This is an optimization exercise on Yosys and OpenROAD, whose aim is small area, not a production implementation.
Function was not checked in any run shown here: the RTL went through the layout flow alone.
The clock port is modelled as an ideal driver; clocking choices that lean on that would not hold on a real chip.
Power and IR drop assume default switching activity.

File: design/flow/flow/run.sh
#!/bin/bash
# Own layout flow: the standard layout (standard.sh: ORFS synthesis through finish),
# with the smallest buffer (buf_1) as the buffer on every input and output port.
set -euo pipefail
cd "$(dirname "$0")/.."
export BUFFER_PORTS_ARGS="-buffer_cell sky130_fd_sc_hd__buf_1"
bash standard.sh > flow_standard.log 2>&1
File: design/flow/standard.sh
#!/bin/bash
# synth_recipe.tcl (not shown) runs the flow's synth.tcl, then flattens the netlist and writes it again
# the make line also repeats each setting of config.mk as NAME=value (left out here)
make -C /OpenROAD-flow-scripts/flow DESIGN_CONFIG=/design/flow/config.mk WORK_HOME=/design/flow/orfs CLKGATE_MAP_FILE= SYNTH_SCRIPT=/design/flow/synth_recipe.tcl "${@:-finish}"
File: design/flow/config.mk
export PLATFORM = sky130hd
export DESIGN_NAME = conv_layer
export DESIGN_NICKNAME = conv_layer
export VERILOG_FILES = /design/flow/design.v
export SDC_FILE = /design/flow/constraint.sdc
export NUM_CORES = 8
export LEC_CHECK = 0
export CAP_MARGIN = 10
export CORE_MARGIN = 2
export CORE_UTILIZATION = 50
export CTS_BUF_LIST = sky130_fd_sc_hd__clkbuf_8 sky130_fd_sc_hd__clkbuf_16
export CTS_CLUSTER_DIAMETER = 100
export CTS_CLUSTER_SIZE = 20
export PLACE_DENSITY = 0.52
export SLEW_MARGIN = 10
export SYNTH_HIERARCHICAL = 1
export SYNTH_MINIMUM_KEEP_SIZE = 0
File: design/flow/constraint.sdc
create_clock -name core_clock -period 7.0 [get_ports {clk}]
set_input_delay 1.4000 -clock core_clock [delete_from_list [all_inputs] [get_ports {clk}]]
set_output_delay 1.4000 -clock core_clock [all_outputs]
set_load 0.01 [all_outputs]
File: design/flow/design.v
module cv_fa(a, b, c, s, co);
input a, b, c;
output s, co;
assign s = a ^ b ^ c;
assign co = (a & b) | (a & c) | (b & c);
endmodule
module cv_ha(a, b, s, co);
input a, b;
output s, co;
assign s = a ^ b;
assign co = a & b;
endmodule
module cv_x(a, b, y);
input a, b;
output y;
assign y = a ^ b;
endmodule
module conv_layer(out, activations, weights, clk, rst);
output reg [255:0] out;
input [63:0] activations;
input [63:0] weights;
input clk, rst;
reg [63:0] w_r;
reg [17:1] w3_r [0:3];
reg [6:0] s1 [0:3];    
reg [6:0] s2 [0:3];    
reg [6:0] s3 [0:3];    
reg [3:0] one7, two7, neg7, negn7;   
reg [6:0] c;
reg r1, r2, v;
reg first;   
reg [23:0] acc [0:15];
reg [0:0] cr [0:15];
reg [15:0] shn [0:15];
wire ld_sh = (c == 7'd0);         
wire ld_out = (c == 7'd6) & v;    
wire [23:0] kinit = r2 ? 24'd333177 : 24'd11468836;
always @(posedge clk) begin
  w_r <= weights;
  r2 <= r1;
  first <= !rst | (c == 7'd107) | r1;
  if (!rst) begin
    c <= 7'd0;
    r1 <= 1'b1;
    v <= 1'b0;
  end else begin
    c <= (c == 7'd107) ? 7'd0 : c + 7'd1;
    r1 <= 1'b0;
    if (c == 7'd107) v <= 1'b1;
  end
end
genvar p, f, j, i;
generate
for (f = 0; f < 4; f = f + 1) begin : tw
  wire [17:0] wx = {{2{weights[16*f+15]}}, weights[16*f +: 16]};
  wire [17:0] w3 = wx + {wx[16:0], 1'b0};
  always @(posedge clk) w3_r[f] <= w3[17:1];
end
for (p = 0; p < 4; p = p + 1) begin : enc
  wire [15:0] a = activations[16*p +: 16];
  for (j = 0; j < 7; j = j + 1) begin : dig
    always @(posedge clk) begin
      s1[p][j] <= ~a[2*j+1] & a[2*j];
      s2[p][j] <= a[2*j+1] & ~a[2*j];
      s3[p][j] <= a[2*j+1] & a[2*j];
    end
  end
  always @(posedge clk) begin
    one7[p] <= a[14];
    two7[p] <= a[15] & ~a[14];
    neg7[p] <= a[15];
    negn7[p] <= ~a[15];
  end
end
for (i = 0; i < 16; i = i + 1) begin : lane
  localparam integer F = i / 4, P = i % 4;
  wire [15:0] w = w_r[16*F +: 16];
  wire [17:1] w3 = w3_r[F];
  wire [23:0] accfb = first ? ~kinit : acc[i];
  wire [0:0] crfb = first ? {1{1'b1}} : cr[i];
  wire [23:0] sum;
  wire [0:0] cout;
  wire p1;
  wire p2;
  wire p3;
  wire p4;
  wire p5;
  wire p6;
  wire p7;
  wire p8;
  wire p9;
  wire p10;
  wire p11;
  wire p12;
  wire p13;
  wire p14;
  wire p15;
  wire p16;
  wire p17;
  wire p18;
  wire p19;
  wire p20;
  wire p21;
  wire p22;
  wire p23;
  wire p24;
  wire p25;
  wire p26;
  wire p27;
  wire p28;
  wire p29;
  wire p30;
  wire p31;
  wire p32;
  wire p33;
  wire p34;
  wire p35;
  wire p36;
  wire p37;
  wire p38;
  wire p39;
  wire p40;
  wire p41;
  wire p42;
  wire p43;
  wire p44;
  wire p45;
  wire p46;
  wire p47;
  wire p48;
  wire p49;
  wire p50;
  wire p51;
  wire p52;
  wire p53;
  wire p54;
  wire p55;
  wire p56;
  wire p57;
  wire p58;
  wire p59;
  wire p60;
  wire p61;
  wire p62;
  wire p63;
  wire p64;
  wire p65;
  wire p66;
  wire p67;
  wire p68;
  wire p69;
  wire p70;
  wire p71;
  wire p72;
  wire p73;
  wire p74;
  wire p75;
  wire p76;
  wire p77;
  wire p78;
  wire p79;
  wire p80;
  wire p81;
  wire p82;
  wire p83;
  wire p84;
  wire p85;
  wire p86;
  wire p87;
  wire p88;
  wire p89;
  wire p90;
  wire p91;
  wire p92;
  wire p93;
  wire p94;
  wire p95;
  wire p96;
  wire p97;
  wire p98;
  wire p99;
  wire p100;
  wire p101;
  wire p102;
  wire p103;
  wire p104;
  wire p105;
  wire p106;
  wire p107;
  wire p108;
  wire p109;
  wire p110;
  wire p111;
  wire p112;
  wire p113;
  wire p114;
  wire p115;
  wire q116;
  wire p117;
  wire q118;
  wire p119;
  wire q120;
  wire p121;
  wire q122;
  wire p123;
  wire q124;
  wire p125;
  wire q126;
  wire p127;
  wire q128;
  wire p129;
  wire q130;
  wire p131;
  wire q132;
  wire p133;
  wire q134;
  wire s135;
  wire c136;
  wire s137;
  wire c138;
  wire s139;
  wire c140;
  wire s141;
  wire c142;
  wire s143;
  wire c144;
  wire s145;
  wire c146;
  wire s147;
  wire c148;
  wire s149;
  wire c150;
  wire s151;
  wire c152;
  wire s153;
  wire c154;
  wire s155;
  wire c156;
  wire s157;
  wire c158;
  wire s159;
  wire c160;
  wire s161;
  wire c162;
  wire s163;
  wire c164;
  wire s165;
  wire c166;
  wire s167;
  wire c168;
  wire s169;
  wire c170;
  wire s171;
  wire c172;
  wire s173;
  wire c174;
  wire s175;
  wire c176;
  wire s177;
  wire c178;
  wire s179;
  wire c180;
  wire s181;
  wire c182;
  wire s183;
  wire c184;
  wire s185;
  wire c186;
  wire s187;
  wire c188;
  wire s189;
  wire c190;
  wire s191;
  wire c192;
  wire s193;
  wire c194;
  wire s195;
  wire c196;
  wire s197;
  wire c198;
  wire s199;
  wire c200;
  wire s201;
  wire c202;
  wire s203;
  wire c204;
  wire s205;
  wire c206;
  wire s207;
  wire c208;
  wire s209;
  wire c210;
  wire s211;
  wire c212;
  wire s213;
  wire c214;
  wire s215;
  wire c216;
  wire s217;
  wire c218;
  wire s219;
  wire c220;
  wire s221;
  wire c222;
  wire s223;
  wire c224;
  wire s225;
  wire c226;
  wire s227;
  wire c228;
  wire s229;
  wire c230;
  wire s231;
  wire c232;
  wire s233;
  wire c234;
  wire s235;
  wire c236;
  wire s237;
  wire c238;
  wire s239;
  wire c240;
  wire s241;
  wire c242;
  wire s243;
  wire c244;
  wire s245;
  wire c246;
  wire s247;
  wire c248;
  wire s249;
  wire c250;
  wire s251;
  wire c252;
  wire s253;
  wire c254;
  wire s255;
  wire c256;
  wire s257;
  wire c258;
  wire s259;
  wire c260;
  wire s261;
  wire c262;
  wire s263;
  wire c264;
  wire s265;
  wire c266;
  wire s267;
  wire c268;
  wire s269;
  wire c270;
  wire s271;
  wire c272;
  wire s273;
  wire c274;
  wire s275;
  wire c276;
  wire s277;
  wire c278;
  wire s279;
  wire c280;
  wire s281;
  wire c282;
  wire s283;
  wire c284;
  wire s285;
  wire c286;
  wire s287;
  wire c288;
  wire s289;
  wire c290;
  wire s291;
  wire c292;
  wire s293;
  wire c294;
  wire s295;
  wire c296;
  wire s297;
  wire c298;
  wire s299;
  wire c300;
  wire s301;
  wire c302;
  wire s303;
  wire c304;
  wire s305;
  wire c306;
  wire s307;
  wire c308;
  wire s309;
  wire c310;
  wire s311;
  wire c312;
  wire s313;
  wire c314;
  wire s315;
  wire c316;
  wire s317;
  wire c318;
  wire s319;
  wire c320;
  wire s321;
  wire c322;
  wire s323;
  wire c324;
  wire s325;
  wire c326;
  wire s327;
  wire c328;
  wire s329;
  wire c330;
  wire s331;
  wire c332;
  wire s333;
  wire c334;
  wire s335;
  wire c336;
  wire s337;
  wire c338;
  wire s339;
  wire c340;
  wire s341;
  wire c342;
  wire s343;
  wire c344;
  wire s345;
  wire c346;
  wire s347;
  wire c348;
  wire s349;
  wire c350;
  wire s351;
  wire c352;
  wire s353;
  wire c354;
  wire s355;
  wire c356;
  wire s357;
  wire c358;
  wire s359;
  wire c360;
  wire s361;
  wire c362;
  wire s363;
  wire c364;
  wire s365;
  wire c366;
  wire s367;
  wire c368;
  wire s369;
  wire c370;
  wire s371;
  wire c372;
  wire s373;
  wire c374;
  wire s375;
  wire c376;
  wire s377;
  wire c378;
  wire s379;
  wire c380;
  wire s381;
  wire c382;
  wire s383;
  wire c384;
  wire s385;
  wire c386;
  wire s387;
  wire c388;
  wire s389;
  wire c390;
  wire s391;
  wire c392;
  wire s393;
  wire c394;
  assign p1 = ~((s1[P][0] & w[0]) | (s3[P][0] & w[0]));
  assign p2 = ~((s1[P][0] & w[1]) | (s2[P][0] & w[0]) | (s3[P][0] & w3[1]));
  assign p3 = ~((s1[P][0] & w[2]) | (s2[P][0] & w[1]) | (s3[P][0] & w3[2]));
  assign p4 = ~((s1[P][0] & w[3]) | (s2[P][0] & w[2]) | (s3[P][0] & w3[3]));
  assign p5 = ~((s1[P][0] & w[4]) | (s2[P][0] & w[3]) | (s3[P][0] & w3[4]));
  assign p6 = ~((s1[P][0] & w[5]) | (s2[P][0] & w[4]) | (s3[P][0] & w3[5]));
  assign p7 = ~((s1[P][0] & w[6]) | (s2[P][0] & w[5]) | (s3[P][0] & w3[6]));
  assign p8 = ~((s1[P][0] & w[7]) | (s2[P][0] & w[6]) | (s3[P][0] & w3[7]));
  assign p9 = ~((s1[P][0] & w[8]) | (s2[P][0] & w[7]) | (s3[P][0] & w3[8]));
  assign p10 = ~((s1[P][0] & w[9]) | (s2[P][0] & w[8]) | (s3[P][0] & w3[9]));
  assign p11 = ~((s1[P][0] & w[10]) | (s2[P][0] & w[9]) | (s3[P][0] & w3[10]));
  assign p12 = ~((s1[P][0] & w[11]) | (s2[P][0] & w[10]) | (s3[P][0] & w3[11]));
  assign p13 = ~((s1[P][0] & w[12]) | (s2[P][0] & w[11]) | (s3[P][0] & w3[12]));
  assign p14 = ~((s1[P][0] & w[13]) | (s2[P][0] & w[12]) | (s3[P][0] & w3[13]));
  assign p15 = ~((s1[P][0] & w[14]) | (s2[P][0] & w[13]) | (s3[P][0] & w3[14]));
  assign p16 = ~((s1[P][0] & w[15]) | (s2[P][0] & w[14]) | (s3[P][0] & w3[15]));
  assign p17 = ~((s1[P][0] & w[15]) | (s2[P][0] & w[15]) | (s3[P][0] & w3[16]));
  assign p18 = (s1[P][0] & w[15]) | (s2[P][0] & w[15]) | (s3[P][0] & w3[17]);
  assign p19 = ~((s1[P][1] & w[0]) | (s3[P][1] & w[0]));
  assign p20 = ~((s1[P][1] & w[1]) | (s2[P][1] & w[0]) | (s3[P][1] & w3[1]));
  assign p21 = ~((s1[P][1] & w[2]) | (s2[P][1] & w[1]) | (s3[P][1] & w3[2]));
  assign p22 = ~((s1[P][1] & w[3]) | (s2[P][1] & w[2]) | (s3[P][1] & w3[3]));
  assign p23 = ~((s1[P][1] & w[4]) | (s2[P][1] & w[3]) | (s3[P][1] & w3[4]));
  assign p24 = ~((s1[P][1] & w[5]) | (s2[P][1] & w[4]) | (s3[P][1] & w3[5]));
  assign p25 = ~((s1[P][1] & w[6]) | (s2[P][1] & w[5]) | (s3[P][1] & w3[6]));
  assign p26 = ~((s1[P][1] & w[7]) | (s2[P][1] & w[6]) | (s3[P][1] & w3[7]));
  assign p27 = ~((s1[P][1] & w[8]) | (s2[P][1] & w[7]) | (s3[P][1] & w3[8]));
  assign p28 = ~((s1[P][1] & w[9]) | (s2[P][1] & w[8]) | (s3[P][1] & w3[9]));
  assign p29 = ~((s1[P][1] & w[10]) | (s2[P][1] & w[9]) | (s3[P][1] & w3[10]));
  assign p30 = ~((s1[P][1] & w[11]) | (s2[P][1] & w[10]) | (s3[P][1] & w3[11]));
  assign p31 = ~((s1[P][1] & w[12]) | (s2[P][1] & w[11]) | (s3[P][1] & w3[12]));
  assign p32 = ~((s1[P][1] & w[13]) | (s2[P][1] & w[12]) | (s3[P][1] & w3[13]));
  assign p33 = ~((s1[P][1] & w[14]) | (s2[P][1] & w[13]) | (s3[P][1] & w3[14]));
  assign p34 = ~((s1[P][1] & w[15]) | (s2[P][1] & w[14]) | (s3[P][1] & w3[15]));
  assign p35 = ~((s1[P][1] & w[15]) | (s2[P][1] & w[15]) | (s3[P][1] & w3[16]));
  assign p36 = (s1[P][1] & w[15]) | (s2[P][1] & w[15]) | (s3[P][1] & w3[17]);
  assign p37 = ~((s1[P][2] & w[0]) | (s3[P][2] & w[0]));
  assign p38 = ~((s1[P][2] & w[1]) | (s2[P][2] & w[0]) | (s3[P][2] & w3[1]));
  assign p39 = ~((s1[P][2] & w[2]) | (s2[P][2] & w[1]) | (s3[P][2] & w3[2]));
  assign p40 = ~((s1[P][2] & w[3]) | (s2[P][2] & w[2]) | (s3[P][2] & w3[3]));
  assign p41 = ~((s1[P][2] & w[4]) | (s2[P][2] & w[3]) | (s3[P][2] & w3[4]));
  assign p42 = ~((s1[P][2] & w[5]) | (s2[P][2] & w[4]) | (s3[P][2] & w3[5]));
  assign p43 = ~((s1[P][2] & w[6]) | (s2[P][2] & w[5]) | (s3[P][2] & w3[6]));
  assign p44 = ~((s1[P][2] & w[7]) | (s2[P][2] & w[6]) | (s3[P][2] & w3[7]));
  assign p45 = ~((s1[P][2] & w[8]) | (s2[P][2] & w[7]) | (s3[P][2] & w3[8]));
  assign p46 = ~((s1[P][2] & w[9]) | (s2[P][2] & w[8]) | (s3[P][2] & w3[9]));
  assign p47 = ~((s1[P][2] & w[10]) | (s2[P][2] & w[9]) | (s3[P][2] & w3[10]));
  assign p48 = ~((s1[P][2] & w[11]) | (s2[P][2] & w[10]) | (s3[P][2] & w3[11]));
  assign p49 = ~((s1[P][2] & w[12]) | (s2[P][2] & w[11]) | (s3[P][2] & w3[12]));
  assign p50 = ~((s1[P][2] & w[13]) | (s2[P][2] & w[12]) | (s3[P][2] & w3[13]));
  assign p51 = ~((s1[P][2] & w[14]) | (s2[P][2] & w[13]) | (s3[P][2] & w3[14]));
  assign p52 = ~((s1[P][2] & w[15]) | (s2[P][2] & w[14]) | (s3[P][2] & w3[15]));
  assign p53 = ~((s1[P][2] & w[15]) | (s2[P][2] & w[15]) | (s3[P][2] & w3[16]));
  assign p54 = (s1[P][2] & w[15]) | (s2[P][2] & w[15]) | (s3[P][2] & w3[17]);
  assign p55 = ~((s1[P][3] & w[0]) | (s3[P][3] & w[0]));
  assign p56 = ~((s1[P][3] & w[1]) | (s2[P][3] & w[0]) | (s3[P][3] & w3[1]));
  assign p57 = ~((s1[P][3] & w[2]) | (s2[P][3] & w[1]) | (s3[P][3] & w3[2]));
  assign p58 = ~((s1[P][3] & w[3]) | (s2[P][3] & w[2]) | (s3[P][3] & w3[3]));
  assign p59 = ~((s1[P][3] & w[4]) | (s2[P][3] & w[3]) | (s3[P][3] & w3[4]));
  assign p60 = ~((s1[P][3] & w[5]) | (s2[P][3] & w[4]) | (s3[P][3] & w3[5]));
  assign p61 = ~((s1[P][3] & w[6]) | (s2[P][3] & w[5]) | (s3[P][3] & w3[6]));
  assign p62 = ~((s1[P][3] & w[7]) | (s2[P][3] & w[6]) | (s3[P][3] & w3[7]));
  assign p63 = ~((s1[P][3] & w[8]) | (s2[P][3] & w[7]) | (s3[P][3] & w3[8]));
  assign p64 = ~((s1[P][3] & w[9]) | (s2[P][3] & w[8]) | (s3[P][3] & w3[9]));
  assign p65 = ~((s1[P][3] & w[10]) | (s2[P][3] & w[9]) | (s3[P][3] & w3[10]));
  assign p66 = ~((s1[P][3] & w[11]) | (s2[P][3] & w[10]) | (s3[P][3] & w3[11]));
  assign p67 = ~((s1[P][3] & w[12]) | (s2[P][3] & w[11]) | (s3[P][3] & w3[12]));
  assign p68 = ~((s1[P][3] & w[13]) | (s2[P][3] & w[12]) | (s3[P][3] & w3[13]));
  assign p69 = ~((s1[P][3] & w[14]) | (s2[P][3] & w[13]) | (s3[P][3] & w3[14]));
  assign p70 = ~((s1[P][3] & w[15]) | (s2[P][3] & w[14]) | (s3[P][3] & w3[15]));
  assign p71 = ~((s1[P][3] & w[15]) | (s2[P][3] & w[15]) | (s3[P][3] & w3[16]));
  assign p72 = (s1[P][3] & w[15]) | (s2[P][3] & w[15]) | (s3[P][3] & w3[17]);
  assign p73 = ~((s1[P][4] & w[0]) | (s3[P][4] & w[0]));
  assign p74 = ~((s1[P][4] & w[1]) | (s2[P][4] & w[0]) | (s3[P][4] & w3[1]));
  assign p75 = ~((s1[P][4] & w[2]) | (s2[P][4] & w[1]) | (s3[P][4] & w3[2]));
  assign p76 = ~((s1[P][4] & w[3]) | (s2[P][4] & w[2]) | (s3[P][4] & w3[3]));
  assign p77 = ~((s1[P][4] & w[4]) | (s2[P][4] & w[3]) | (s3[P][4] & w3[4]));
  assign p78 = ~((s1[P][4] & w[5]) | (s2[P][4] & w[4]) | (s3[P][4] & w3[5]));
  assign p79 = ~((s1[P][4] & w[6]) | (s2[P][4] & w[5]) | (s3[P][4] & w3[6]));
  assign p80 = ~((s1[P][4] & w[7]) | (s2[P][4] & w[6]) | (s3[P][4] & w3[7]));
  assign p81 = ~((s1[P][4] & w[8]) | (s2[P][4] & w[7]) | (s3[P][4] & w3[8]));
  assign p82 = ~((s1[P][4] & w[9]) | (s2[P][4] & w[8]) | (s3[P][4] & w3[9]));
  assign p83 = ~((s1[P][4] & w[10]) | (s2[P][4] & w[9]) | (s3[P][4] & w3[10]));
  assign p84 = ~((s1[P][4] & w[11]) | (s2[P][4] & w[10]) | (s3[P][4] & w3[11]));
  assign p85 = ~((s1[P][4] & w[12]) | (s2[P][4] & w[11]) | (s3[P][4] & w3[12]));
  assign p86 = ~((s1[P][4] & w[13]) | (s2[P][4] & w[12]) | (s3[P][4] & w3[13]));
  assign p87 = ~((s1[P][4] & w[14]) | (s2[P][4] & w[13]) | (s3[P][4] & w3[14]));
  assign p88 = ~((s1[P][4] & w[15]) | (s2[P][4] & w[14]) | (s3[P][4] & w3[15]));
  assign p89 = ~((s1[P][5] & w[0]) | (s3[P][5] & w[0]));
  assign p90 = ~((s1[P][5] & w[1]) | (s2[P][5] & w[0]) | (s3[P][5] & w3[1]));
  assign p91 = ~((s1[P][5] & w[2]) | (s2[P][5] & w[1]) | (s3[P][5] & w3[2]));
  assign p92 = ~((s1[P][5] & w[3]) | (s2[P][5] & w[2]) | (s3[P][5] & w3[3]));
  assign p93 = ~((s1[P][5] & w[4]) | (s2[P][5] & w[3]) | (s3[P][5] & w3[4]));
  assign p94 = ~((s1[P][5] & w[5]) | (s2[P][5] & w[4]) | (s3[P][5] & w3[5]));
  assign p95 = ~((s1[P][5] & w[6]) | (s2[P][5] & w[5]) | (s3[P][5] & w3[6]));
  assign p96 = ~((s1[P][5] & w[7]) | (s2[P][5] & w[6]) | (s3[P][5] & w3[7]));
  assign p97 = ~((s1[P][5] & w[8]) | (s2[P][5] & w[7]) | (s3[P][5] & w3[8]));
  assign p98 = ~((s1[P][5] & w[9]) | (s2[P][5] & w[8]) | (s3[P][5] & w3[9]));
  assign p99 = ~((s1[P][5] & w[10]) | (s2[P][5] & w[9]) | (s3[P][5] & w3[10]));
  assign p100 = ~((s1[P][5] & w[11]) | (s2[P][5] & w[10]) | (s3[P][5] & w3[11]));
  assign p101 = ~((s1[P][5] & w[12]) | (s2[P][5] & w[11]) | (s3[P][5] & w3[12]));
  assign p102 = ~((s1[P][5] & w[13]) | (s2[P][5] & w[12]) | (s3[P][5] & w3[13]));
  assign p103 = ~((s1[P][6] & w[0]) | (s3[P][6] & w[0]));
  assign p104 = ~((s1[P][6] & w[1]) | (s2[P][6] & w[0]) | (s3[P][6] & w3[1]));
  assign p105 = ~((s1[P][6] & w[2]) | (s2[P][6] & w[1]) | (s3[P][6] & w3[2]));
  assign p106 = ~((s1[P][6] & w[3]) | (s2[P][6] & w[2]) | (s3[P][6] & w3[3]));
  assign p107 = ~((s1[P][6] & w[4]) | (s2[P][6] & w[3]) | (s3[P][6] & w3[4]));
  assign p108 = ~((s1[P][6] & w[5]) | (s2[P][6] & w[4]) | (s3[P][6] & w3[5]));
  assign p109 = ~((s1[P][6] & w[6]) | (s2[P][6] & w[5]) | (s3[P][6] & w3[6]));
  assign p110 = ~((s1[P][6] & w[7]) | (s2[P][6] & w[6]) | (s3[P][6] & w3[7]));
  assign p111 = ~((s1[P][6] & w[8]) | (s2[P][6] & w[7]) | (s3[P][6] & w3[8]));
  assign p112 = ~((s1[P][6] & w[9]) | (s2[P][6] & w[8]) | (s3[P][6] & w3[9]));
  assign p113 = ~((s1[P][6] & w[10]) | (s2[P][6] & w[9]) | (s3[P][6] & w3[10]));
  assign p114 = ~((s1[P][6] & w[11]) | (s2[P][6] & w[10]) | (s3[P][6] & w3[11]));
  assign q116 = ~(one7[P] & w[0]);
  cv_x up115 (.a(q116), .b(neg7[P]), .y(p115));
  assign q118 = ~((one7[P] & w[1]) | (two7[P] & w[0]));
  cv_x up117 (.a(q118), .b(neg7[P]), .y(p117));
  assign q120 = ~((one7[P] & w[2]) | (two7[P] & w[1]));
  cv_x up119 (.a(q120), .b(neg7[P]), .y(p119));
  assign q122 = ~((one7[P] & w[3]) | (two7[P] & w[2]));
  cv_x up121 (.a(q122), .b(neg7[P]), .y(p121));
  assign q124 = ~((one7[P] & w[4]) | (two7[P] & w[3]));
  cv_x up123 (.a(q124), .b(neg7[P]), .y(p123));
  assign q126 = ~((one7[P] & w[5]) | (two7[P] & w[4]));
  cv_x up125 (.a(q126), .b(neg7[P]), .y(p125));
  assign q128 = ~((one7[P] & w[6]) | (two7[P] & w[5]));
  cv_x up127 (.a(q128), .b(neg7[P]), .y(p127));
  assign q130 = ~((one7[P] & w[7]) | (two7[P] & w[6]));
  cv_x up129 (.a(q130), .b(neg7[P]), .y(p129));
  assign q132 = ~((one7[P] & w[8]) | (two7[P] & w[7]));
  cv_x up131 (.a(q132), .b(neg7[P]), .y(p131));
  assign q134 = ~((one7[P] & w[9]) | (two7[P] & w[8]));
  cv_x up133 (.a(q134), .b(neg7[P]), .y(p133));
  cv_fa us135 (.a(accfb[2]), .b(p19), .c(p3), .s(s135), .co(c136));
  cv_fa us137 (.a(accfb[3]), .b(p20), .c(p4), .s(s137), .co(c138));
  cv_fa us139 (.a(accfb[4]), .b(p21), .c(p37), .s(s139), .co(c140));
  cv_fa us141 (.a(p5), .b(c138), .c(s139), .s(s141), .co(c142));
  cv_fa us143 (.a(accfb[5]), .b(p22), .c(p38), .s(s143), .co(c144));
  cv_fa us145 (.a(p6), .b(c140), .c(s143), .s(s145), .co(c146));
  cv_fa us147 (.a(accfb[6]), .b(p23), .c(p39), .s(s147), .co(c148));
  cv_fa us149 (.a(p55), .b(p7), .c(c144), .s(s149), .co(c150));
  cv_fa us151 (.a(s147), .b(s149), .c(c146), .s(s151), .co(c152));
  cv_fa us153 (.a(accfb[7]), .b(p24), .c(p40), .s(s153), .co(c154));
  cv_fa us155 (.a(p56), .b(p8), .c(c148), .s(s155), .co(c156));
  cv_fa us157 (.a(s153), .b(c150), .c(s155), .s(s157), .co(c158));
  cv_fa us159 (.a(accfb[8]), .b(p25), .c(p41), .s(s159), .co(c160));
  cv_fa us161 (.a(p57), .b(p73), .c(p9), .s(s161), .co(c162));
  cv_fa us163 (.a(c154), .b(s159), .c(s161), .s(s163), .co(c164));
  cv_fa us165 (.a(c156), .b(s163), .c(c158), .s(s165), .co(c166));
  cv_fa us167 (.a(accfb[9]), .b(p10), .c(p26), .s(s167), .co(c168));
  cv_fa us169 (.a(p42), .b(p58), .c(p74), .s(s169), .co(c170));
  cv_fa us171 (.a(c160), .b(c162), .c(s167), .s(s171), .co(c172));
  cv_fa us173 (.a(s169), .b(c164), .c(s171), .s(s173), .co(c174));
  cv_fa us175 (.a(accfb[10]), .b(p11), .c(p27), .s(s175), .co(c176));
  cv_fa us177 (.a(p43), .b(p59), .c(p75), .s(s177), .co(c178));
  cv_fa us179 (.a(p89), .b(c168), .c(c170), .s(s179), .co(c180));
  cv_fa us181 (.a(s175), .b(s177), .c(c172), .s(s181), .co(c182));
  cv_fa us183 (.a(s179), .b(s181), .c(c174), .s(s183), .co(c184));
  cv_fa us185 (.a(accfb[11]), .b(p12), .c(p28), .s(s185), .co(c186));
  cv_fa us187 (.a(p44), .b(p60), .c(p76), .s(s187), .co(c188));
  cv_fa us189 (.a(p90), .b(c176), .c(c178), .s(s189), .co(c190));
  cv_fa us191 (.a(s185), .b(s187), .c(c180), .s(s191), .co(c192));
  cv_fa us193 (.a(s189), .b(c182), .c(s191), .s(s193), .co(c194));
  cv_fa us195 (.a(accfb[12]), .b(p103), .c(p13), .s(s195), .co(c196));
  cv_fa us197 (.a(p29), .b(p45), .c(p61), .s(s197), .co(c198));
  cv_fa us199 (.a(p77), .b(p91), .c(c186), .s(s199), .co(c200));
  cv_fa us201 (.a(c188), .b(s195), .c(s197), .s(s201), .co(c202));
  cv_fa us203 (.a(s199), .b(c190), .c(s201), .s(s203), .co(c204));
  cv_fa us205 (.a(c192), .b(s203), .c(c194), .s(s205), .co(c206));
  cv_fa us207 (.a(accfb[13]), .b(p104), .c(p14), .s(s207), .co(c208));
  cv_fa us209 (.a(p30), .b(p46), .c(p62), .s(s209), .co(c210));
  cv_fa us211 (.a(p78), .b(p92), .c(c196), .s(s211), .co(c212));
  cv_fa us213 (.a(c198), .b(s207), .c(s209), .s(s213), .co(c214));
  cv_fa us215 (.a(c200), .b(s211), .c(c202), .s(s215), .co(c216));
  cv_fa us217 (.a(s213), .b(s215), .c(c204), .s(s217), .co(c218));
  cv_fa us219 (.a(negn7[P]), .b(accfb[14]), .c(p105), .s(s219), .co(c220));
  cv_fa us221 (.a(p15), .b(p31), .c(p47), .s(s221), .co(c222));
  cv_fa us223 (.a(p63), .b(p79), .c(p93), .s(s223), .co(c224));
  cv_fa us225 (.a(p115), .b(s219), .c(c208), .s(s225), .co(c226));
  cv_fa us227 (.a(c210), .b(s221), .c(s223), .s(s227), .co(c228));
  cv_fa us229 (.a(c212), .b(s225), .c(c214), .s(s229), .co(c230));
  cv_fa us231 (.a(s227), .b(c216), .c(s229), .s(s231), .co(c232));
  cv_fa us233 (.a(accfb[15]), .b(p106), .c(p16), .s(s233), .co(c234));
  cv_fa us235 (.a(p32), .b(p48), .c(p64), .s(s235), .co(c236));
  cv_fa us237 (.a(p80), .b(p94), .c(p117), .s(s237), .co(c238));
  cv_fa us239 (.a(c220), .b(c222), .c(c224), .s(s239), .co(c240));
  cv_fa us241 (.a(s233), .b(s235), .c(s237), .s(s241), .co(c242));
  cv_fa us243 (.a(c226), .b(c228), .c(s239), .s(s243), .co(c244));
  cv_fa us245 (.a(s241), .b(c230), .c(s243), .s(s245), .co(c246));
  cv_fa us247 (.a(accfb[16]), .b(crfb[0]), .c(p107), .s(s247), .co(c248));
  cv_fa us249 (.a(p17), .b(p33), .c(p49), .s(s249), .co(c250));
  cv_fa us251 (.a(p65), .b(p81), .c(p95), .s(s251), .co(c252));
  cv_fa us253 (.a(p119), .b(s247), .c(c234), .s(s253), .co(c254));
  cv_fa us255 (.a(c236), .b(s249), .c(s251), .s(s255), .co(c256));
  cv_fa us257 (.a(c238), .b(c240), .c(s253), .s(s257), .co(c258));
  cv_fa us259 (.a(s255), .b(c242), .c(c244), .s(s259), .co(c260));
  cv_fa us261 (.a(s257), .b(s259), .c(c246), .s(s261), .co(c262));
  cv_fa us263 (.a(accfb[17]), .b(p108), .c(p18), .s(s263), .co(c264));
  cv_fa us265 (.a(p34), .b(p50), .c(p66), .s(s265), .co(c266));
  cv_fa us267 (.a(p82), .b(p96), .c(p121), .s(s267), .co(c268));
  cv_fa us269 (.a(c248), .b(c250), .c(c252), .s(s269), .co(c270));
  cv_fa us271 (.a(s263), .b(s265), .c(s267), .s(s271), .co(c272));
  cv_fa us273 (.a(c254), .b(c256), .c(s269), .s(s273), .co(c274));
  cv_fa us275 (.a(s271), .b(c258), .c(s273), .s(s275), .co(c276));
  cv_fa us277 (.a(c260), .b(s275), .c(c262), .s(s277), .co(c278));
  cv_fa us279 (.a(accfb[18]), .b(p109), .c(p35), .s(s279), .co(c280));
  cv_fa us281 (.a(p51), .b(p67), .c(p83), .s(s281), .co(c282));
  cv_fa us283 (.a(p97), .b(p123), .c(c264), .s(s283), .co(c284));
  cv_fa us285 (.a(c266), .b(s279), .c(s281), .s(s285), .co(c286));
  cv_fa us287 (.a(c268), .b(s283), .c(c270), .s(s287), .co(c288));
  cv_fa us289 (.a(s285), .b(c272), .c(s287), .s(s289), .co(c290));
  cv_fa us291 (.a(c274), .b(s289), .c(c276), .s(s291), .co(c292));
  cv_fa us293 (.a(accfb[19]), .b(p110), .c(p36), .s(s293), .co(c294));
  cv_fa us295 (.a(p52), .b(p68), .c(p84), .s(s295), .co(c296));
  cv_fa us297 (.a(p98), .b(p125), .c(c280), .s(s297), .co(c298));
  cv_fa us299 (.a(c282), .b(s293), .c(s295), .s(s299), .co(c300));
  cv_fa us301 (.a(c284), .b(s297), .c(c286), .s(s301), .co(c302));
  cv_fa us303 (.a(s299), .b(c288), .c(s301), .s(s303), .co(c304));
  cv_fa us305 (.a(c290), .b(s303), .c(c292), .s(s305), .co(c306));
  cv_fa us307 (.a(accfb[20]), .b(p111), .c(p53), .s(s307), .co(c308));
  cv_fa us309 (.a(p69), .b(p85), .c(p99), .s(s309), .co(c310));
  cv_fa us311 (.a(p127), .b(c294), .c(c296), .s(s311), .co(c312));
  cv_fa us313 (.a(s307), .b(s309), .c(c298), .s(s313), .co(c314));
  cv_fa us315 (.a(c300), .b(s311), .c(s313), .s(s315), .co(c316));
  cv_fa us317 (.a(c302), .b(s315), .c(c304), .s(s317), .co(c318));
  cv_fa us319 (.a(accfb[21]), .b(p100), .c(p112), .s(s319), .co(c320));
  cv_fa us321 (.a(p54), .b(p70), .c(p86), .s(s321), .co(c322));
  cv_fa us323 (.a(p129), .b(c308), .c(c310), .s(s323), .co(c324));
  cv_fa us325 (.a(s319), .b(s321), .c(c312), .s(s325), .co(c326));
  cv_fa us327 (.a(s323), .b(c314), .c(s325), .s(s327), .co(c328));
  cv_fa us329 (.a(c316), .b(s327), .c(c318), .s(s329), .co(c330));
  cv_fa us331 (.a(accfb[22]), .b(p101), .c(p113), .s(s331), .co(c332));
  cv_fa us333 (.a(p71), .b(p87), .c(p131), .s(s333), .co(c334));
  cv_fa us335 (.a(c320), .b(c322), .c(s331), .s(s335), .co(c336));
  cv_fa us337 (.a(s333), .b(c324), .c(s335), .s(s337), .co(c338));
  cv_fa us339 (.a(c326), .b(s337), .c(c328), .s(s339), .co(c340));
  cv_fa us341 (.a(accfb[23]), .b(p102), .c(p114), .s(s341), .co(c342));
  cv_fa us343 (.a(p72), .b(p88), .c(p133), .s(s343), .co(c344));
  cv_fa us345 (.a(c332), .b(s341), .c(c334), .s(s345), .co(c346));
  cv_fa us347 (.a(s343), .b(c336), .c(s345), .s(s347), .co(c348));
  cv_fa us349 (.a(c338), .b(s347), .c(c340), .s(s349), .co(c350));
  cv_ha us351 (.a(p1), .b(accfb[0]), .s(s351), .co(c352));
  cv_fa us353 (.a(p2), .b(accfb[1]), .c(c352), .s(s353), .co(c354));
  cv_ha us355 (.a(s135), .b(c354), .s(s355), .co(c356));
  cv_fa us357 (.a(c136), .b(s137), .c(c356), .s(s357), .co(c358));
  cv_ha us359 (.a(s141), .b(c358), .s(s359), .co(c360));
  cv_fa us361 (.a(c142), .b(s145), .c(c360), .s(s361), .co(c362));
  cv_ha us363 (.a(s151), .b(c362), .s(s363), .co(c364));
  cv_fa us365 (.a(c152), .b(s157), .c(c364), .s(s365), .co(c366));
  cv_ha us367 (.a(s165), .b(c366), .s(s367), .co(c368));
  cv_fa us369 (.a(c166), .b(s173), .c(c368), .s(s369), .co(c370));
  cv_ha us371 (.a(s183), .b(c370), .s(s371), .co(c372));
  cv_fa us373 (.a(c184), .b(s193), .c(c372), .s(s373), .co(c374));
  cv_ha us375 (.a(s205), .b(c374), .s(s375), .co(c376));
  cv_fa us377 (.a(c206), .b(s217), .c(c376), .s(s377), .co(c378));
  cv_fa us379 (.a(c218), .b(s231), .c(c378), .s(s379), .co(c380));
  cv_fa us381 (.a(c232), .b(s245), .c(c380), .s(s381), .co(c382));
  cv_ha us383 (.a(c278), .b(s291), .s(s383), .co(c384));
  cv_ha us385 (.a(s305), .b(c384), .s(s385), .co(c386));
  cv_fa us387 (.a(c306), .b(s317), .c(c386), .s(s387), .co(c388));
  cv_ha us389 (.a(s329), .b(c388), .s(s389), .co(c390));
  cv_fa us391 (.a(c330), .b(s339), .c(c390), .s(s391), .co(c392));
  cv_ha us393 (.a(s349), .b(c392), .s(s393), .co(c394));
  assign sum = {s393, s391, s389, s387, s385, s383, s277, s261, s381, s379, s377, s375, s373, s371, s369, s367, s365, s363, s361, s359, s357, s355, s353, s351};
  assign cout = {c382};
  wire [23:0] full = ~acc[i] + ({24'd0, ~cr[i][0]} << 16);
  always @(posedge clk) begin
    acc[i] <= sum;
    cr[i] <= cout;
    if (ld_sh) shn[i] <= ~full[23:8];
    if (ld_out | ~rst) out[16*i +: 16] <= ~shn[i] & {16{rst}};
  end
end
endgenerate
endmodule
==> flow_metrics.py, run 1 <==
metrics = {
    "cts": {
        "cts_num_sinks": 1151,
        "cts_buffers": 82,
        "postCtsResizedCells": 0,
        "postCtsSetupRepairBufs": 0,
        "clk_latency_ns": 0.81,
        "postCtsHoldBufs": 0,
        "cts_tree": "yes",
        "htreeDepth": 3,
        "root_buffer": "clkbuf_16",
        "clkTransAtPathRegs_ns": 0.09,
        "cts_buffer_depth": 3,
    },
    "critical_path": {
        "critPathRequiredTime_ns": 7.67,
        "crit_slowest_cell": "dfxtp_1",
        "critPathMaxFanout": 12,
        "crit_type": "reg2reg",
        "worstPathCellList": "buf_4 -> a222oi_1 -> fa_1 -> ha_1 -> fa_1 -> ha_1 -> fa_1 -> ha_1 -> fa_1 -> ha_1 -> fa_1 -> ha_1 -> fa_1 -> ha_1 -> fa_1 -> fa_1 -> fa_1",
        "cp-start-kind": "register",
        "cp-end-kind": "register",
        "cpPeakStageDelay_ns": 1.17,
        "arrival_ns": 7.39,
        "crit_buf_inv": 1,
        "crit_path_frequent_cell": "fa_1",
        "crit_family": "adder cells",
    },
    "logic_synthesis": {
        "synth_compound_area_share_pct": 19.3,
        "async_reset_ff_share_pct": 0,
        "synth_fa_ha_area_share_pct": 40.5,
        "synth.area.top_cells": "fa_1 37%, a222oi_1 15%, edfxtp_1 15%",
        "synth_edf_count": 512,
        "ys_seq_area_share_pct": 27.4,
        "syn-cell-area_sq_mm": 0.103,
        "synthMuxAreaShare_pct": 0,
        "ys.flop_type": "dfxtp_1",
        "ys_seq_elements": 1151,
        "synth_top_family_by_area": "adder cells",
        "syn_nets": 10600,
        "yosysTopAreaCell": "fa_1",
        "synth_commonest_cells": "1,908 x fa_1, 1,584 x a222oi_1, 1,119 x clkbuf_1",
        "syn_area_per_cell_sq_um": 12.3,
        "synth_xor_xnor_area_share_pct": 2.63,
        "syn_inst": 8324,
        "synth-simple-area-share_pct": 4.42,
        "synth.yosys.warnings": 14,
        "synth_most_common_cell": "fa_1",
        "ys_types": 64,
        "synth_top_area_share_pct": 37.2,
    },
    "global_route": {
        "grt_overflow": 0,
        "grt_pass1_vias": 89200,
        "grt_pass1_wl_microns": 685000,
        "track_usage_pct": 46.3,
        "antenna_found_initial": 68,
        "grt_max_degree": 127,
    },
    "floorplanning": {
        "core_sq_mm": 0.204,
        "start_util_pct": 50.3,
        "dieArea_sq_mm": 0.209,
        "row_count": 166,
        "fp.dieW_microns": 457,
        "chipHeight_microns": 457,
        "boundaryPins": 386,
    },
    "job": {
        "drv_cap": 1,
    },
    "sta": {
        "rsz0062_at_grt": "false",
        "period_needed_ns": 6.72,
        "worst_slack_ns": 0.284,
        "relSlewSlack_pct": -0.548,
        "tns_ns": 0,
        "hold_violations": 0,
        "setup_viol": 0,
        "maxSlewViolCount": 9,
        "skew_ns": 0.0534,
        "fin_crit_sh_pct": 95.9,
        "worst_pin_slew_ns": 1.51,
        "max_freq_mhz": 149,
    },
    "final_layout": {
        "layout.nets": 10500,
        "drive_gt1_share_pct": 13.9,
        "fin_cells": 11000,
        "area_delta_synth_final_pct": 9.05,
        "fin_area_sq_mm": 0.112,
    },
    "power": {
        "switchingPower_uw": 24700,
        "p_per_area_mw_per_mm2": 470,
        "ir_drop_uv": 392,
        "p_comb_share_pct": 64.4,
        "seqPwrFrac_pct": 25.7,
        "clkPwrFrac_pct": 9.9,
        "sw_frac_of_total_pct": 46.9,
        "p_leak_uw": 0.0391,
        "p_int_uw": 27900,
    },
    "routing": {
        "drt_first_pass_iters": 23,
        "routedWlPerCell_microns": 44.5,
        "drt-initial-drc-count": 26600,
        "dr_total_vias": 86700,
        "via_per_inst": 7.88,
        "antenna_left": 0,
        "drc": 0,
        "drt_wl_total_microns": 489000,
    },
    "place": {
        "dp_hpwl_microns": 333000,
        "io_buffers": 385,
        "placed_cells": 10800,
        "place.gp.congestion": 1.00,
        "pre_cts_ws_ns": 0.444,
        "placedInstanceArea_sq_mm": 0.109,
    },
    "worst_hold_path": {
        "hold_path_class": "reg2reg",
    },
    "outcome": {
        "status": "complete, but fails checks",
        "so.violations": "capacitance limit, slew limit",
    },
}
-- metrics by stage --
step | hold WS, ns | util [%] | total power, uW
final | 0.364 | 54.8 | 52600
after detailed placement | 0.336 | 53.4 | 46300
after CTS | 0.354 | 54.7 | 52100
after global routing | 0.372 | 54.7 | 57800
after floorplan | 0.325 | - | 33900
after global placement | 0.333 | 53.4 | 46000
-- final timing paths --
check / start / end / slack (ns) / depth (start not counted)
worst max register to register: w3_r[3][1] / acc[14][15] / 0.28 / 17
worst min register to register: r1 / r2 / 0.36 / 0
worst min-delay path: r1 / r2 / 0.36 / 0
worst max-delay path: w3_r[3][1] / acc[14][15] / 0.28 / 17
-- per-module statistics from Yosys, one instance, submodules excluded --
| module | cell area (sq um) | cells |
|---|---|---|
| cv_ha | 12.5 | 1 |
| cv_fa | 20.0 | 1 |
| cv_x | 8.76 | 1 |
| conv_layer | 61000 | 6084 |
-- layer usage --
metal / global-route usage [%] / share of wire [%] / up-vias
met5: 3.42 / 0.11 / -
met4: 30.5 / 8.7 / 37
met3: 25.3 / 18 / 2232
met2: 60.5 / 39 / 9292
met1: 58.2 / 35 / 43600
li1: - / - / 31500
-- cells by family after synthesis --
family | after synthesis
fa+ha+maj | 2179
compound gates | 2231
simple gates | 898
flops | 1151
xor+xnor | 308
buf+inv | 1557
-- cell usage in the layout, fill, tap and decap left out, types with 88 or more instances in the layout --
cell,Yosys,layout
buf_4,1,558
xor2_1,196,196
a222oi_1,1584,1584
dfxtp_1,639,463
inv_1,276,310
o21ai_0,324,322
fa_1,1908,1908
nand2_1,89,88
xnor2_1,112,112
ha_1,271,271
or2_2,176,176
dfxtp_2,0,161
edfxtp_1,512,512
buf_1,160,385
buf_12,0,98
a22oi_1,209,209
nor2b_1,155,155
nor2_1,344,344
-- power groups by stage --
stage / Sequential [uW] / Combinational, uW / Clock (uW)
2_1_floorplan: 11600 / 22300 / 0
3_3_place_gp: 13400 / 32600 / 0
3_5_place_dp: 13400 / 32900 / 0
4_1_cts: 13300 / 33600 / 5300
5_1_grt: 13500 / 38700 / 5500
6_report: 13500 / 33900 / 5220
-- area by class of cell --
type | count | area [sq um]
Antenna cell | 66 | 165
Clock buffer | 85 | 2100
Clock inverter | 69 | 563
Fill cell | 17300 | 92400
Inverter | 277 | 1050
Multi-Input combinational cell | 5616 | 68700
Sequential cell | 1151 | 28400
Tap cell | 2688 | 3360
Timing Repair Buffer | 1041 | 7600
-- state kept, by name, summed over array words and instances (netlist names), 4 cells and up --
name and count:
shn 256, w_r 63, c 7, out 256, s2 28, negn7 4
acc 384, s3 28, cr 16, neg7 4, w3_r 65, two7 4
one7 4, s1 28
-- worst register-to-register path: stages, from the launching register on --
cell,delay (ns)
dfxtp_1,1.17
buf_4,0.39
a222oi_1,0.16
fa_1,0.49
ha_1,0.21
fa_1,0.38
ha_1,0.22
fa_1,0.37
ha_1,0.21
fa_1,0.38
ha_1,0.22
fa_1,0.38
ha_1,0.20
fa_1,0.37
ha_1,0.22
fa_1,0.40
fa_1,0.40
fa_1,0.44
==> run 2, diff against run 1 <==
==> design/flow/flow/run.sh (replaced) <==
#!/bin/bash
# Own layout flow: the standard layout (standard.sh: ORFS synthesis through finish), with
# - the smallest buffer (buf_1) as the buffer on every input and output port, and
# - one site of placement padding on each side of every a222oi cell (flow/pad.tcl, sourced
#   before each detailed placement), for pin access.
set -euo pipefail
cd "$(dirname "$0")/.."
export BUFFER_PORTS_ARGS="-buffer_cell sky130_fd_sc_hd__buf_1"
pad="$PWD/flow/pad.tcl"
export PRE_DETAIL_PLACE_TCL="$pad" PRE_CTS_TCL="$pad" PRE_GLOBAL_ROUTE_TCL="$pad"
export PRE_REPAIR_TIMING_POST_PLACE_TCL="$pad"
bash standard.sh > flow_standard.log 2>&1
==> design/flow/flow/pad.tcl (new file) <==
# One free site on each side of every a222oi cell, whose six inputs sit in one row of pins,
# so that the router can reach them. Sourced before each detailed placement.
set_placement_padding -masters sky130_fd_sc_hd__a222oi_1 -left 1 -right 1
--- a/design/flow/config.mk
+++ b/design/flow/config.mk
@@ -13,3 +13,3 @@
 export CTS_CLUSTER_SIZE = 20
-export PLACE_DENSITY = 0.52
+export PLACE_DENSITY = 0.55
 export SLEW_MARGIN = 10
==> flow_metrics.py, run 2 <==
metrics = {
    "outcome": {
        "status": "stopped before the end",
        "haltStage": "global routing (5_1_grt)",
        "first-error": "[ERROR DPL-0033] detailed placement checks failed during check placement.",
    },
    "cts": {
        "postCtsHoldBufs": 0,
        "postCtsSetupRepairBufs": 0,
        "cts_num_sinks": 1151,
        "cts_buffers": 81,
        "postCtsResizedCells": 0,
    },
    "global_route": {
        "antenna_found_initial": 64,
        "grt_max_degree": 126,
    },
    "logic_synthesis": {
        "async_reset_ff_share_pct": 0,
        "syn_area_per_cell_sq_um": 12.3,
        "syn_nets": 10600,
        "synth.area.top_cells": "fa_1 37%, a222oi_1 15%, edfxtp_1 15%",
        "synth_top_area_share_pct": 37.2,
        "ys_types": 64,
        "ys_seq_area_share_pct": 27.4,
        "synth_edf_count": 512,
        "ys_seq_elements": 1151,
        "synth.yosys.warnings": 14,
        "yosysTopAreaCell": "fa_1",
        "ys.flop_type": "dfxtp_1",
        "synth_most_common_cell": "fa_1",
        "syn_inst": 8324,
        "syn-cell-area_sq_mm": 0.103,
        "synth_commonest_cells": "1,908 x fa_1, 1,584 x a222oi_1, 1,119 x clkbuf_1",
    },
    "place": {
        "placedInstanceArea_sq_mm": 0.109,
        "io_buffers": 385,
        "pre_cts_ws_ns": 0.659,
        "dp_hpwl_microns": 335000,
        "place.gp.congestion": 1.02,
    },
    "floorplanning": {
        "start_util_pct": 50.3,
        "boundaryPins": 386,
        "fp.dieW_microns": 457,
        "chipHeight_microns": 457,
        "row_count": 166,
    },
}
-- run 2: cell counts after synthesis --
Identical to the previous run, type by type.
-- run 2: power groups by stage --
stage,Clock (uW),Sequential [uW],Combinational (uW)
CTS,5260,13200,33500
detailed placement,0,13300,33000
floorplan,0,11600,22300
global placement,0,13300,32500
-- run 2: logic make-up after synthesis --
kind of cell / synth area share (%)
AND/OR/NAND/NOR: 4.42
flip-flops: 27.4
XOR/XNOR: 2.63
AO/OA/AOI/OAI: 19.3
buffers and inverters: 5.69
adder cells (fa/ha/maj): 40.5
-- run 2: Yosys stat by module (local to each module, per instance) --
module / times used / cells
conv_layer: 1 / 6084
cv_fa: 1904 / 1
cv_ha: 176 / 1
cv_x: 160 / 1
-- run 2: metrics by stage --
stage	total power, uW	util (%)	hold WS [ns]	cells
3_5_place_dp	46300	53.5	0.341	10800
2_1_floorplan	33900	-	0.325	8324
4_1_cts	51900	54.8	0.356	10900
3_3_place_gp	45800	53.5	0.350	10800
-- run 2: how the worst min path moves through the flow --
stage | from | endpoint | slack [ns]
2_1_floorplan | r1 | r2 | 0.33
3_3_place_gp | r1 | r2 | 0.35
3_5_place_dp | r1 | r2 | 0.34
4_1_cts | r1 | r2 | 0.36

## static timing again, ports no longer ideal
How much do the figures lean on ideal ports? The routed layout below was timed once more, with nothing changed but the port constraints. Step 1 (the two cells are an assumption about what drives the block):
set clk [get_ports {clk}]
set_driving_cell -lib_cell sky130_fd_sc_hd__clkbuf_16 $clk
set_driving_cell -lib_cell sky130_fd_sc_hd__buf_2 [delete_from_list [all_inputs] $clk]
Step 2 moves the port delays by t, midway between the first and last clock arrival at a register: inputs arrive t later, outputs are due t later. That takes back most of the time a late clock gives input paths. Three values: ideal, step 1, step 2; two values: the first two.
run: run 1
t, ns: 0.881
setup WS [ns]: 0.284 / 0.284 / 0.284
hold WS [ns]: 0.364 / 0.364 / 0.364
worst setup path after step 2: register to register
slew at the worst register clock pin (ns): 0.10 / 0.10
For run 1, drivers alone change the setup slack by 0.000 ns; drivers and shift together by 0.000 ns.
